What follows belongs to an exercise in optimizing a design on an open flow for small area, a short achievable clock period and few clock cycles; a production flow would make more cautious choices.
Function was checked by simulation only, so behaviour that the tests miss may differ from the original.
Power and IR drop assume default switching activity.

## cpu
module cpu(clk,reset,read_data,out,N,V,Z,mem_cmd,mem_addr);
For scale: roughly 1400 cells after synthesis, about 230 flip-flops, about 48 I/O pins.
==> module cpu, before the edit <==
module cpu(clk,reset,read_data,out,N,V,Z,mem_cmd,mem_addr);
input clk, reset;
input [15:0] read_data;
output reg [1:0] mem_cmd;
output reg [8:0] mem_addr;
output reg [15:0] out;
output reg N, V, Z;
reg        c_fetch;    
reg        d_valid;    
reg        halted;
reg  [8:0] xpc;        
reg        smc;        
reg        ld1_v, ld2_v;
reg  [2:0] ld1_rd, ld2_rd;
reg        e_valid;    
reg        e_haz;      
reg        e_ldw;      
reg        e_wr;       
reg  [2:0] e_wa;
reg        e_pass;     
reg  [1:0] e_op;       
reg        e_cmp, e_ldr, e_str, e_halt;
reg  [4:0] e_imm5;
reg [15:0] a, b;
wire flush = (e_valid & e_haz) | smc;
wire exec  = e_valid & ~flush & ~halted;
function [15:0] add16;
  input [15:0] x, y;
  input cin;
  reg [15:0] g, p, G, P, G2, P2;
  integer l, i, j;
  begin
    g = x & y;
    p = x ^ y;
    G = g; P = p;
    G[0] = g[0] | (p[0] & cin);
    for (l = 0; l < 4; l = l + 1) begin
      G2 = G; P2 = P;
      for (i = 0; i < 16; i = i + 1)
        if (i[l]) begin
          j = ((i >> l) << l) - 1;
          G2[i] = G[i] | (P[i] & G[j]);
          P2[i] = P[i] & P[j];
        end
      G = G2; P = P2;
    end
    add16 = p ^ {G[14:0], cin};
  end
endfunction
wire [15:0] sum = add16(a, b ^ {16{e_op[0]}}, e_op[0]);
reg  [15:0] res;
always @(*) begin
  if (e_pass) res = b;
  else case (e_op)
    2'b10: res = a & b;
    2'b11: res = ~b;
    default: res = sum;
  endcase
end
wire [8:0] ea = a[8:0] + {{4{e_imm5[4]}}, e_imm5};
wire       we_x = exec & e_wr;
wire       we   = we_x | e_ldw;
wire       mem_x = exec & (e_ldr | e_str);
reg  [15:0] rf [0:7];
integer k;
always @(posedge clk)
  for (k = 0; k < 8; k = k + 1)
    if (we && e_wa == k) rf[k] <= res;
always @(posedge clk) begin
  if (exec & e_cmp) begin
    Z <= (sum == 16'b0);
    N <= sum[15];
    V <= (a[15] ^ b[15]) & (sum[15] ^ a[15]);
  end
end
wire [15:0] ir = read_data;
wire is_ldr  = ~ir[15];                         
wire is_str  = ~(ir[14] | ir[13]);              
wire is_mem  = is_ldr | is_str;
wire is_halt = ir[15] & ir[14] & ir[13];        
wire is_mov  = ir[14] & ~ir[13];                
wire is_alu  = ~ir[14] & ir[13];                
wire is_movi = is_mov & ir[12];
wire use_rn  = is_mem | (is_alu & ~(ir[12] & ir[11]));
wire use_rm  = (is_mov & ~ir[12]) | is_alu;
wire [2:0] rn = ir[10:8], rd = ir[7:5], rm = ir[2:0];
wire [2:0] rb = is_str ? rd : rm;
wire [1:0] sh = is_mem ? 2'b00 : ir[4:3];
function [15:0] shf;
  input [15:0] x;
  input [1:0] s;
  case (s)
    2'b00: shf = x;
    2'b01: shf = {x[14:0], 1'b0};
    2'b10: shf = {1'b0, x[15:1]};
    default: shf = {x[15], x[15:1]};
  endcase
endfunction
function pend;
  input [2:0] r;
  pend = (e_valid & e_ldr & (e_wa == r)) | (ld1_v & (ld1_rd == r));
endfunction
wire haz_d = (use_rn & pend(rn)) | (use_rm & pend(rm)) | (is_str & pend(rd));
wire fwd_a = we & (e_wa == rn);
wire fwd_b = we & (e_wa == rb);
wire [15:0] a_d = fwd_a ? res : rf[rn];
wire [15:0] b_sh = shf(fwd_b ? res : rf[rb], sh);
wire [15:0] b_d = ld2_v ? read_data : is_movi ? {{8{ir[7]}}, ir[7:0]} : b_sh;
always @(posedge clk) begin
  a <= a_d;
  b <= b_d;
  e_haz  <= haz_d;
  e_wr   <= is_mov | (is_alu & ~(~ir[12] & ir[11]));
  e_wa   <= ld2_v ? ld2_rd : is_movi ? rn : rd;
  e_pass <= ld2_v | is_mov;
  e_op   <= ir[12:11];
  e_cmp  <= is_alu & ~ir[12] & ir[11];
  e_ldr  <= is_ldr;
  e_str  <= is_str;
  e_halt <= is_halt;
  e_imm5 <= ir[4:0];
  ld1_rd <= e_wa; ld2_rd <= ld1_rd;
end
wire [8:0] xpc1 = xpc + 9'd1;
wire [1:0] inflight = {1'b0, e_valid} + {1'b0, d_valid} + {1'b0, c_fetch};
wire [8:0] nfa = xpc + {7'b0, inflight};
always @(posedge clk) out <= b;
always @(posedge clk) begin
  if (reset) begin
    mem_cmd <= 2'b01; mem_addr <= 9'd0; c_fetch <= 1'b1;
    xpc <= 9'd0;
    d_valid <= 1'b0; e_valid <= 1'b0; e_ldw <= 1'b0; halted <= 1'b0; smc <= 1'b0;
    ld1_v <= 1'b0; ld2_v <= 1'b0;
  end else begin
    d_valid <= c_fetch & ~flush;
    e_valid <= d_valid & ~flush;
    smc     <= mem_x & e_str & ((ea[8:6] == xpc[8:6]) | (&xpc[5:1] & (ea[8:6] == xpc[8:6] + 3'd1)));
    if (exec) xpc <= xpc1;
    ld1_v <= mem_x & e_ldr;
    ld2_v <= ld1_v & ~(we_x & (e_wa == ld1_rd));
    e_ldw <= ld2_v & ~(we_x & (e_wa == ld2_rd));
    if (halted | (exec & e_halt)) begin
      halted <= 1'b1; mem_cmd <= 2'b00; c_fetch <= 1'b0;
    end else if (flush) begin
      mem_cmd <= 2'b01; mem_addr <= xpc; c_fetch <= 1'b1;
    end else if (mem_x) begin
      mem_cmd <= e_str ? 2'b10 : 2'b01; mem_addr <= ea; c_fetch <= 1'b0;
    end else begin
      mem_cmd <= 2'b01; mem_addr <= nfa; c_fetch <= 1'b1;
    end
  end
end
endmodule
clock: 6.0 ns
lec_check: 0
abc_area: 1
cap_margin: 20
core_margin: 2
core_utilization: 55
cts_cluster_diameter: 100
cts_cluster_size: 25
place_density: 0.65
setup_slack_margin: 3.2
slew_margin: 20
run.sh (not shown) runs the stock make flow with config.mk's settings and CLKGATE_MAP_FILE= SYNTH_SCRIPT=/design/flow/synth_recipe.tcl, a recipe that flattens the netlist after the stock synthesis.
Testbench counts at the start, summed over its fixed seeds: cycles 13,053.
Change:
--- a/flow/design.v
+++ b/flow/design.v
@@ -8,6 +8,7 @@
 reg        c_fetch;    
 reg        d_valid;    
 reg        halted;
+reg  [8:0] fpc;        
 reg  [8:0] xpc;        
 reg        smc;        
 reg        ld1_v, ld2_v;
@@ -24,30 +25,7 @@
 reg [15:0] a, b;
 wire flush = (e_valid & e_haz) | smc;
 wire exec  = e_valid & ~flush & ~halted;
-function [15:0] add16;
-  input [15:0] x, y;
-  input cin;
-  reg [15:0] g, p, G, P, G2, P2;
-  integer l, i, j;
-  begin
-    g = x & y;
-    p = x ^ y;
-    G = g; P = p;
-    G[0] = g[0] | (p[0] & cin);
-    for (l = 0; l < 4; l = l + 1) begin
-      G2 = G; P2 = P;
-      for (i = 0; i < 16; i = i + 1)
-        if (i[l]) begin
-          j = ((i >> l) << l) - 1;
-          G2[i] = G[i] | (P[i] & G[j]);
-          P2[i] = P[i] & P[j];
-        end
-      G = G2; P = P2;
-    end
-    add16 = p ^ {G[14:0], cin};
-  end
-endfunction
-wire [15:0] sum = add16(a, b ^ {16{e_op[0]}}, e_op[0]);
+wire [15:0] sum = a + (b ^ {16{e_op[0]}}) + {15'b0, e_op[0]};
 reg  [15:0] res;
 always @(*) begin
   if (e_pass) res = b;
@@ -122,13 +100,11 @@
   ld1_rd <= e_wa; ld2_rd <= ld1_rd;
 end
 wire [8:0] xpc1 = xpc + 9'd1;
-wire [1:0] inflight = {1'b0, e_valid} + {1'b0, d_valid} + {1'b0, c_fetch};
-wire [8:0] nfa = xpc + {7'b0, inflight};
 always @(posedge clk) out <= b;
 always @(posedge clk) begin
   if (reset) begin
     mem_cmd <= 2'b01; mem_addr <= 9'd0; c_fetch <= 1'b1;
-    xpc <= 9'd0;
+    fpc <= 9'd1; xpc <= 9'd0;
     d_valid <= 1'b0; e_valid <= 1'b0; e_ldw <= 1'b0; halted <= 1'b0; smc <= 1'b0;
     ld1_v <= 1'b0; ld2_v <= 1'b0;
   end else begin
@@ -142,11 +118,11 @@
     if (halted | (exec & e_halt)) begin
       halted <= 1'b1; mem_cmd <= 2'b00; c_fetch <= 1'b0;
     end else if (flush) begin
-      mem_cmd <= 2'b01; mem_addr <= xpc; c_fetch <= 1'b1;
+      mem_cmd <= 2'b01; mem_addr <= xpc; c_fetch <= 1'b1; fpc <= xpc1;
     end else if (mem_x) begin
       mem_cmd <= e_str ? 2'b10 : 2'b01; mem_addr <= ea; c_fetch <= 1'b0;
     end else begin
-      mem_cmd <= 2'b01; mem_addr <= nfa; c_fetch <= 1'b1;
+      mem_cmd <= 2'b01; mem_addr <= fpc; c_fetch <= 1'b1; fpc <= fpc + 9'd1;
     end
   end
 end
Effect:
- The new run went through all stages and came out clean
- sequential share of layout area is higher by 1.2 points
- sequential power climbs by about 4%
- first-iteration DRC count falls by 1.3%
- critical path depth is higher by 5
- final cell count rises by 5.5%
Testbench counts after the change, summed over its fixed seeds: cycles 13,053.

-- afterwards: timing with drivers on the ports --
Ports are ideal in the flow. The routed layouts listed here were re-timed in OpenROAD.
Step 1 (the two cells are an assumption about what drives the block):
set clk [get_ports {clk}]
set_driving_cell -lib_cell sky130_fd_sc_hd__clkbuf_16 $clk
set_driving_cell -lib_cell sky130_fd_sc_hd__buf_2 [delete_from_list [all_inputs] $clk]
Step 2 adds t to the input delays and takes it off the output delays; t is the mean of the earliest and latest rising clock arrival at the registers after step 1. Input paths then give back, and output paths get back, about the clock's delay inside the block.
Three values: no drivers, after step 1, after step 2; two values: the first two.
run | t (ns) | slack for setup (ns) | latest minus earliest clock arrival (ns)
the first run | 0.539 | 2.848 / 2.848 / 2.635 | 0.024 / 0.024
the second run | 0.530 | 3.229 / 3.235 / 2.705 | 0.027 / 0.027
After both steps every run listed still meets setup and hold. For the second run, which loses most, drivers alone change the setup slack by +0.006 ns; drivers and shift together by -0.524 ns.
